This design comes from an exercise in tuning for small area and a short achievable clock period on the open sky130 flow, not from production work. The RTL was checked by simulation tests, not by an equivalence proof against the original design.

## flow/design.v (module list and top-level ports; edited modules follow where they fit)
// module ALU: 6261 lines
module ALU (clk, in_a, in_b, sum, carry_in, carry_out, opcode);
  // ...
==> flow/flow/run.sh <==
#!/bin/bash
set -euo pipefail
MARGIN=27
bash standard.sh SETUP_SLACK_MARGIN=$MARGIN finish > standard_flow.log 2>&1
==> flow/standard.sh <==
#!/bin/bash
# synth_recipe.tcl (not shown) runs the flow's synth.tcl, then flattens the netlist and writes it again
# the make line also repeats each setting of config.mk as NAME=value (left out here)
make -C /OpenROAD-flow-scripts/flow DESIGN_CONFIG=/design/flow/config.mk WORK_HOME=/design/flow/orfs CLKGATE_MAP_FILE= SYNTH_SCRIPT=/design/flow/synth_recipe.tcl "${@:-finish}"
==> flow/config.mk <==
export PLATFORM = sky130hd
export DESIGN_NAME = ALU
export DESIGN_NICKNAME = ALU
export VERILOG_FILES = /design/flow/design.v
export SDC_FILE = /design/flow/constraint.sdc
export NUM_CORES = 4
export LEC_CHECK = 0
export ABC_AREA = 1
export CAP_MARGIN = 35
export CORE_MARGIN = 2
export CORE_UTILIZATION = 55
export SLEW_MARGIN = 35
==> flow/constraint.sdc <==
create_clock -name core_clock -period 85.0 [get_ports {clk}]
set_input_delay 17.0000 -clock core_clock [delete_from_list [all_inputs] [get_ports {clk}]]
set_output_delay 17.0000 -clock core_clock [all_outputs]
set_load 0.01 [all_outputs]
==> out/results.ini, run 1 <==
[place]
port_buffers = 102
place_area_um2 = 50700

[finish]
final_util = 0.645
nNonClkBuffers = 489
n_clock_buffer = 6

[drt]
drt-total-wl_mm = 210
wl_per_cell_um = 23.3
top_layer_used = met5
route.detailed.drc = 0
ant_nets = 0

[synthesis]
synth-seq-area-share = 0.0136
synthXorXnorAreaFrac = 0.0891
synth_compound_area_frac = 0.169

[critical_path]
endpoint = sum[10]$_DFF_P_
path_max_fanout = 17
worst-path-stages = 288
worst-path-buf-inv = 33
path_class = in2reg

[floorplanning]
dieArea_um2 = 90500
die_h_um = 301
tap_cells = 1155

[run_status]
status = complete, no violations

[timing]
rsz0062_at_grt = false

==> run 2, diff against run 1 <==
==> flow/flow/run.sh (replaced) <==
#!/bin/bash
set -euo pipefail
MARGIN=18
bash standard.sh SETUP_SLACK_MARGIN=$MARGIN finish > standard_flow.log 2>&1
==> run 2 against run 1 <==
Effect of this change: still clean on timing, DRC and antenna; maximum frequency is 12% lower; synthesized area stayed put; global-route usage is 1.3 points lower; wire length is 4.8% lower; critical path depth is 22 higher; clock-buffer cell count stayed put; core utilization is 5.6 points lower; design area is 8.7% lower; synthesized cell count stayed put; non-clock buffer count is 271 lower; critical endpoint is now sum[9]$_DFF_P_.
==> out/results.ini, run 2 <==
[critical_path]
cpMaxStageDelayCell = clkdlybuf4s50_1
path_class = in2reg
path_max_fanout = 28  ; +11
cp_common_cell = nand2_1
end_kind = flop
start_kind = primary input
cp_data_required_time_ns = 85.25
cp_data_arrival_time_ns = 63.73
critPathMaxStageDelay_ns = 0.63

[grt]
grt_first_pass_wirelength_mm = 294
groute.usage.overall = 0.427
antenna_found_initial = 18
grt_pass1_vias = 48300
grt_max_degree = 69
gr-total-overflow = 0

[synthesis]
postSynthAreaPerCell_um2 = 6.47
yosysMostFrequentCell = nand2_1
syn_inst = 7491
synth-seq-area-share = 0.0136  ; unchanged
synth.largest_area_cell = ha_1
synth.top_cell.area_share = 0.206
syn-num-nets = 8581
synthTopCellsByCount = nand2_1 (1531), inv_1 (918), nor2_1 (803), ha_1 (799), a21oi_1 (521)
yosysUniqueCellTypes = 88
async_flop_share = 0
syn_area_um2 = 48500
yosys_warnings = 1
ys_seq_elements = 33
synth_edf_count = 0
ys.flop_type = dfxtp_1
synth.area.top_cells = ha_1 (21%), nand2_1 (12%), fa_1 (9.1%)

[clock_tree]
cts_buffers = 5
ctsHoldBuffers = 0
clkSinkCount = 33
cts_max_path_buffers = 2
cts_tree = done
clkTransAtPathRegs_ns = 0.06
htreeDepth = 2
root_buffer = clkbuf_16

[finish]
final_cell_mix = nand2_1 (1529), inv_1 (912), nor2_1 (802), ha_1 (799), a21oi_1 (516)
largest_register_ffs = 32
nets = 8659
multi_input_area_um2 = 43200
final_common_cell = nand2_1
area_growth_pct = 5.78
nFillCells = 8794
drive_gt1_frac = 0.127
seq_area_um2 = 661
final_util = 0.589  ; -0.0561

[floorplanning]
initial_core_util = 0.557
die_w_um = 301
dieArea_um2 = 90500  ; unchanged
rows = 108
die_h_um = 301  ; unchanged
core_area_um2 = 87000
pin_count = 103

[run_status]
status = complete, no violations

[timing]
min_period_ns = 63.48
fin_crit_sh = 0.747
setup_viol = 0
rsz0062_at_grt = false
fmax_mhz = 15.8
finalMaxSlewViolations = 0
hold_viol = 0
slew_headroom = 0.359
worstMarginPinSlew_ns = 0.961
holdWs_ns = 17.61
finalSetupTns_ns = 0

[drt]
drt-total-wl_mm = 200  ; -4.8%
drt_iter0_markers = 5269
route.detailed.drc = 0  ; unchanged
num_vias = 52000
ant_nets = 0  ; unchanged
wl_per_cell_um = 23.0  ; -1.6%
viasPerCell = 5.96
drtPass1Iterations = 6

[place]
dp_hpwl_mm = 155
port_buffers = 102  ; unchanged
gp_congestion = 1.03

[job]
max_cap_violations = 0

[worst_hold_path]
hp-class = in2reg
min_path_cells = 7

==> run 2: cell count changes in the layout (fill, tap and decap cells not counted), sizes merged, moves of 4 or more <==
cell           change
diode              -5
buf              -270
bufbuf             -4
clkinvlp           -6
clkbuf            -21
clkdlybuf4s50     +33
dlymetal6s2s       -9
nand2              -9
==> run 2: stage by stage <==
| stage | area [µm²] | setup WS [ns] | cells |
|---|---|---|---|
| finish | 51300 | 21.52 | 8731 |
| global route | 51300 | 18.02 | 8724 |
| CTS | 50800 | 18.89 | 8696 |
| detailed placement | 50700 | 18.70 | 8689 |
| global placement | 50600 | 19.76 | 8686 |
| floorplan | 48500 | 27.89 | 7491 |
==> run 2: worst max-delay path: cells and delay by family <==
family          cells  cell delay [ns]
simple gates      188            19.84
compound gates     78            14.44
fa+ha+maj          21             7.48
buf+inv            22             4.58
xor+xnor            1             0.19
==> run 2: final timing paths <==
path                  from         endpoint  slack [ns]
hold / removal    in_b[11]  sum[11]$_DFF_P_       17.61
setup / recovery  in_b[10]   sum[9]$_DFF_P_       21.52
==> run 2: cells by family (layout without fill, tap and decap cells) <==
kind of cell | count (synthesis) | in the layout | synth area share
and+or+nand+nor | 3428 | 3434 | 0.326
buffers and inverters | 1144 | 1216 | 0.104
xor gates and xnor gates | 493 | 493 | 0.0891
DFF | 33 | 33 | 0.0136
other | 0 | 7 | 0
adders and majority gates | 1020 | 1020 | 0.298
AOI/OAI and AO/OA | 1373 | 1373 | 0.169
==> run 2: final cells by class <==
cell class                 instances  share of cell area
antenna                            7            0.000342
multi-input combinational       6320               0.843
clock buffer                       6             0.00271
tap                             1155              0.0282
sequential                        33              0.0129
clock inverter                     1            0.000146
timing repair buffer             218              0.0381
inverter                         989              0.0741
timing repair inverter             2            0.000244
==> run 2: metal layers <==
layer	GRT usage	up-vias	part of all wire
met5	0	-	0.00052
met4	0.223	18	0.064
met3	0.0828	544	0.11
met2	0.661	2632	0.42
met1	0.560	24000	0.40
li1	-	24800	-
==> run 2: repair_timing <==
action	in CTS	in global routing
hold endpoints to repair	0	0
gates resized for setup	0	50
buffers inserted	0	18
endpoints found under the setup margin	0	33
==> run 3, diff against run 2 <==
==> flow/flow/run.sh (replaced) <==
#!/bin/bash
set -euo pipefail
MARGIN=21
bash standard.sh SETUP_SLACK_MARGIN=$MARGIN finish > standard_flow.log 2>&1
==> run 3 against run 2 <==
Effect of this change: still clean on timing, DRC and antenna; design area grew 1.6%; non-clock buffer count up 52; cell count is 0.66% higher; wire length increased by 1.0%; synthesized area unchanged; sequential share of layout area about the same; setup slack gained 2.6 ns; maximum frequency rose by 4.3%; die area unchanged; critical path type unchanged.
==> out/results.ini, run 3 <==
[run_status]
status = complete, no violations

[job]
max_cap_violations = 0  ; unchanged

[floorplanning]
core_area_um2 = 87000  ; unchanged
die_h_um = 301  ; unchanged
pin_count = 103  ; unchanged
initial_core_util = 0.557  ; unchanged
die_w_um = 301  ; unchanged
dieArea_um2 = 90500  ; unchanged
rows = 108  ; unchanged

[timing]
finalMaxSlewViolations = 0  ; unchanged
fin_crit_sh = 0.716  ; -0.0306
worstMarginPinSlew_ns = 0.998  ; +0.0367 ns
finalSetupTns_ns = 0  ; unchanged
fmax_mhz = 16.4  ; +4.3%
setup_viol = 0  ; unchanged
min_period_ns = 60.87  ; -2.60 ns
rsz0062_at_grt = false
hold_viol = 0  ; unchanged
holdWs_ns = 17.43  ; -0.174 ns
slew_headroom = 0.332  ; -0.0263

[clock_tree]
cts_tree = done
cts_buffers = 5  ; unchanged
cts_max_path_buffers = 2  ; unchanged
clkSinkCount = 33  ; unchanged
clkTransAtPathRegs_ns = 0.06  ; about the same
root_buffer = clkbuf_16
htreeDepth = 2  ; unchanged

[place]
dp_hpwl_mm = 155  ; unchanged
place_area_um2 = 50700  ; unchanged
port_buffers = 102  ; unchanged
gp_congestion = 1.03  ; unchanged

[critical_path]
cp_data_arrival_time_ns = 61.12  ; -2.61 ns
critPathMaxStageDelay_ns = 0.68  ; +0.05 ns
path_class = in2reg
cp_data_required_time_ns = 85.25  ; about the same
start_kind = primary input
path_max_fanout = 28  ; unchanged
cpMaxStageDelayCell = clkdlybuf4s50_1
end_kind = flop
cp_common_cell = nand2_1

[finish]
area_growth_pct = 7.46
nFillCells = 8738  ; -0.64%
final_cell_area_um2 = 52100  ; +1.6%
seq_area_um2 = 661  ; unchanged
final_common_cell = nand2_1
final_cell_mix = nand2_1 (1521), inv_1 (906), nor2_1 (796), ha_1 (796), a21oi_1 (515)
drive_gt1_frac = 0.138  ; +0.0110
final_util = 0.598  ; +0.00933
multi_input_area_um2 = 43500  ; +0.64%
nets = 8717  ; +0.67%
largest_register_ffs = 32  ; unchanged

[synthesis]
synth-seq-area-share = 0.0136  ; unchanged
yosysMostFrequentCell = nand2_1
async_flop_share = 0  ; unchanged
synth.area.top_cells = ha_1 (21%), nand2_1 (12%), fa_1 (9.1%)
syn-num-nets = 8581  ; unchanged
postSynthAreaPerCell_um2 = 6.47  ; unchanged
ys_seq_elements = 33  ; unchanged
synthTopCellsByCount = nand2_1 (1531), inv_1 (918), nor2_1 (803), ha_1 (799), a21oi_1 (521)
syn_area_um2 = 48500  ; unchanged
syn_inst = 7491  ; unchanged
synth_edf_count = 0  ; unchanged
synth.largest_area_cell = ha_1
yosys_warnings = 1  ; unchanged
synth.top_cell.area_share = 0.206  ; unchanged
yosysUniqueCellTypes = 88  ; unchanged
ys.flop_type = dfxtp_1

[grt]
grt_pass1_vias = 48400  ; +0.29%
grt_max_degree = 69  ; unchanged
antenna_found_initial = 21  ; +3
groute.usage.overall = 0.429  ; +0.00214
gr-total-overflow = 0  ; unchanged
grt_first_pass_wirelength_mm = 296  ; +0.46%

[drt]
drtPass1Iterations = 6  ; unchanged
wl_per_cell_um = 23.0  ; +0.37%
top_layer_used = met5
drt_iter0_markers = 5636  ; +7.0%
drt-total-wl_mm = 202  ; +1.0%
wl_met2_mm = 85.8  ; +1.2%
ant_nets = 0  ; unchanged
wl_met1_mm = 81.2  ; +1.2%
route.detailed.drc = 0  ; unchanged
wl_met3_mm = 22.4  ; -0.36%
num_vias = 52600  ; +1.1%
viasPerCell = 5.98  ; +0.41%

[worst_hold_path]
hp-class = in2reg
whs_endpoint = sum[26]$_DFF_P_
min_path_cells = 5  ; -2
min_from = in_b[26]

-- run 3: changes by cell type in the layout (fill, tap and decap cells not counted), sizes merged --
cell / delta
inv: -3
nand2: +4
clkbuf: +2
clkinvlp: +5
dlygate4sd2: +1
dlymetal6s2s: +8
buf: +50
clkdlybuf4s50: -9
-- run 3: cell type report --
class	count	area share
Sequential cell	33	0.0127
Tap cell	1155	0.0277
Inverter	989	0.0737
Antenna cell	7	0.000336
Timing Repair Buffer	270	0.0467
Clock inverter	1	0.000144
Timing Repair inverter	4	0.000553
Clock buffer	6	0.00267
Multi-Input combinational cell	6324	0.835
-- run 3: routing by layer --
metal,up-vias,global-route usage
met5,-,0
met4,24,0.226
met3,586,0.0771
met2,2723,0.664
met1,24300,0.566
li1,24900,-
-- run 3: how the worst max path moves through the flow --
stage | start | to | slack (ns) | cells after the start
final | in_b[0] | sum[17]$_DFF_P_ | 24.13 | 300
after floorplan | opcode[2] | sum[28]$_DFF_P_ | 27.89 | 320
after global placement | opcode[2] | sum[19]$_DFF_P_ | 19.76 | 311
after CTS | in_b[14] | sum[17]$_DFF_P_ | 21.02 | 313
after global routing | in_b[27] | sum[19]$_DFF_P_ | 20.81 | 314
after detailed placement | opcode[2] | sum[19]$_DFF_P_ | 18.70 | 310
-- run 3: cells by family (layout without fill, tap and decap cells) --
family | after synthesis | after routing | share of synthesized area
xor gates and xnor gates | 493 | 493 | 0.0891
other | 0 | 7 | 0
AOI/OAI and AO/OA | 1373 | 1373 | 0.169
adders and majority gates | 1020 | 1020 | 0.298
DFF | 33 | 33 | 0.0136
and+or+nand+nor | 3428 | 3438 | 0.326
buffers and inverters | 1144 | 1270 | 0.104
-- run 3: through the flow --
step                setup slack, ns  cells
global route                  20.81   8782
finish                        24.13   8789
detailed placement            18.70   8689
global placement              19.76   8686
CTS                           21.02   8705
floorplan                     27.89   7491
-- run 3: what timing repair did --
action / CTS / global route
pin swaps: 4 / 25
buffers inserted: 5 / 63
endpoints found under the setup margin: 33 / 33
hold buffers: 0 / 0
cloned: 4 / 12
gates resized for setup: 17 / 115
-- run 3: worst max-delay path, delay by kind of cell --
kind                       cells  cell delay [ns]
AOI/OAI and AO/OA             75            13.13
and+or+nand+nor              183            19.68
xor gates and xnor gates       1             0.19
buffers and inverters         20             3.30
adders and majority gates     21             7.68

## static timing again, ports no longer ideal
Ports are ideal in the flow. The routed layouts listed here were re-timed in OpenROAD.
Step 1 (the two cells are an assumption about what drives the block):
set clk [get_ports {clk}]
set_driving_cell -lib_cell sky130_fd_sc_hd__clkbuf_16 $clk
set_driving_cell -lib_cell sky130_fd_sc_hd__buf_2 [delete_from_list [all_inputs] $clk]
Step 2 moves the port delays by t, midway between the first and last clock arrival at a register: inputs arrive t later, outputs are due t later. That takes back most of the time a late clock gives input paths.
Slacks: no drivers / after step 1 / after step 2; pairs: no drivers / after step 1.
| run | t, ns | slack for setup (ns) | hold slack, ns | latest minus earliest clock arrival (ns) |
|---|---|---|---|---|
| run 1 | 0.346 | 28.827 / 28.853 / 28.508 | 17.222 / 17.216 / 17.561 | 0.009 / 0.009 |
| run 2 | 0.346 | 21.524 / 21.520 / 21.174 | 17.608 / 17.583 / 17.765 | 0.008 / 0.008 |
| run 3 | 0.348 | 24.129 / 24.150 / 23.803 | 17.434 / 17.414 / 17.761 | 0.008 / 0.009 |
After both steps setup and hold are still met in every run listed. The setup slack of run 2, which loses most, moves by -0.004 ns with the drivers and by -0.350 ns with both steps.
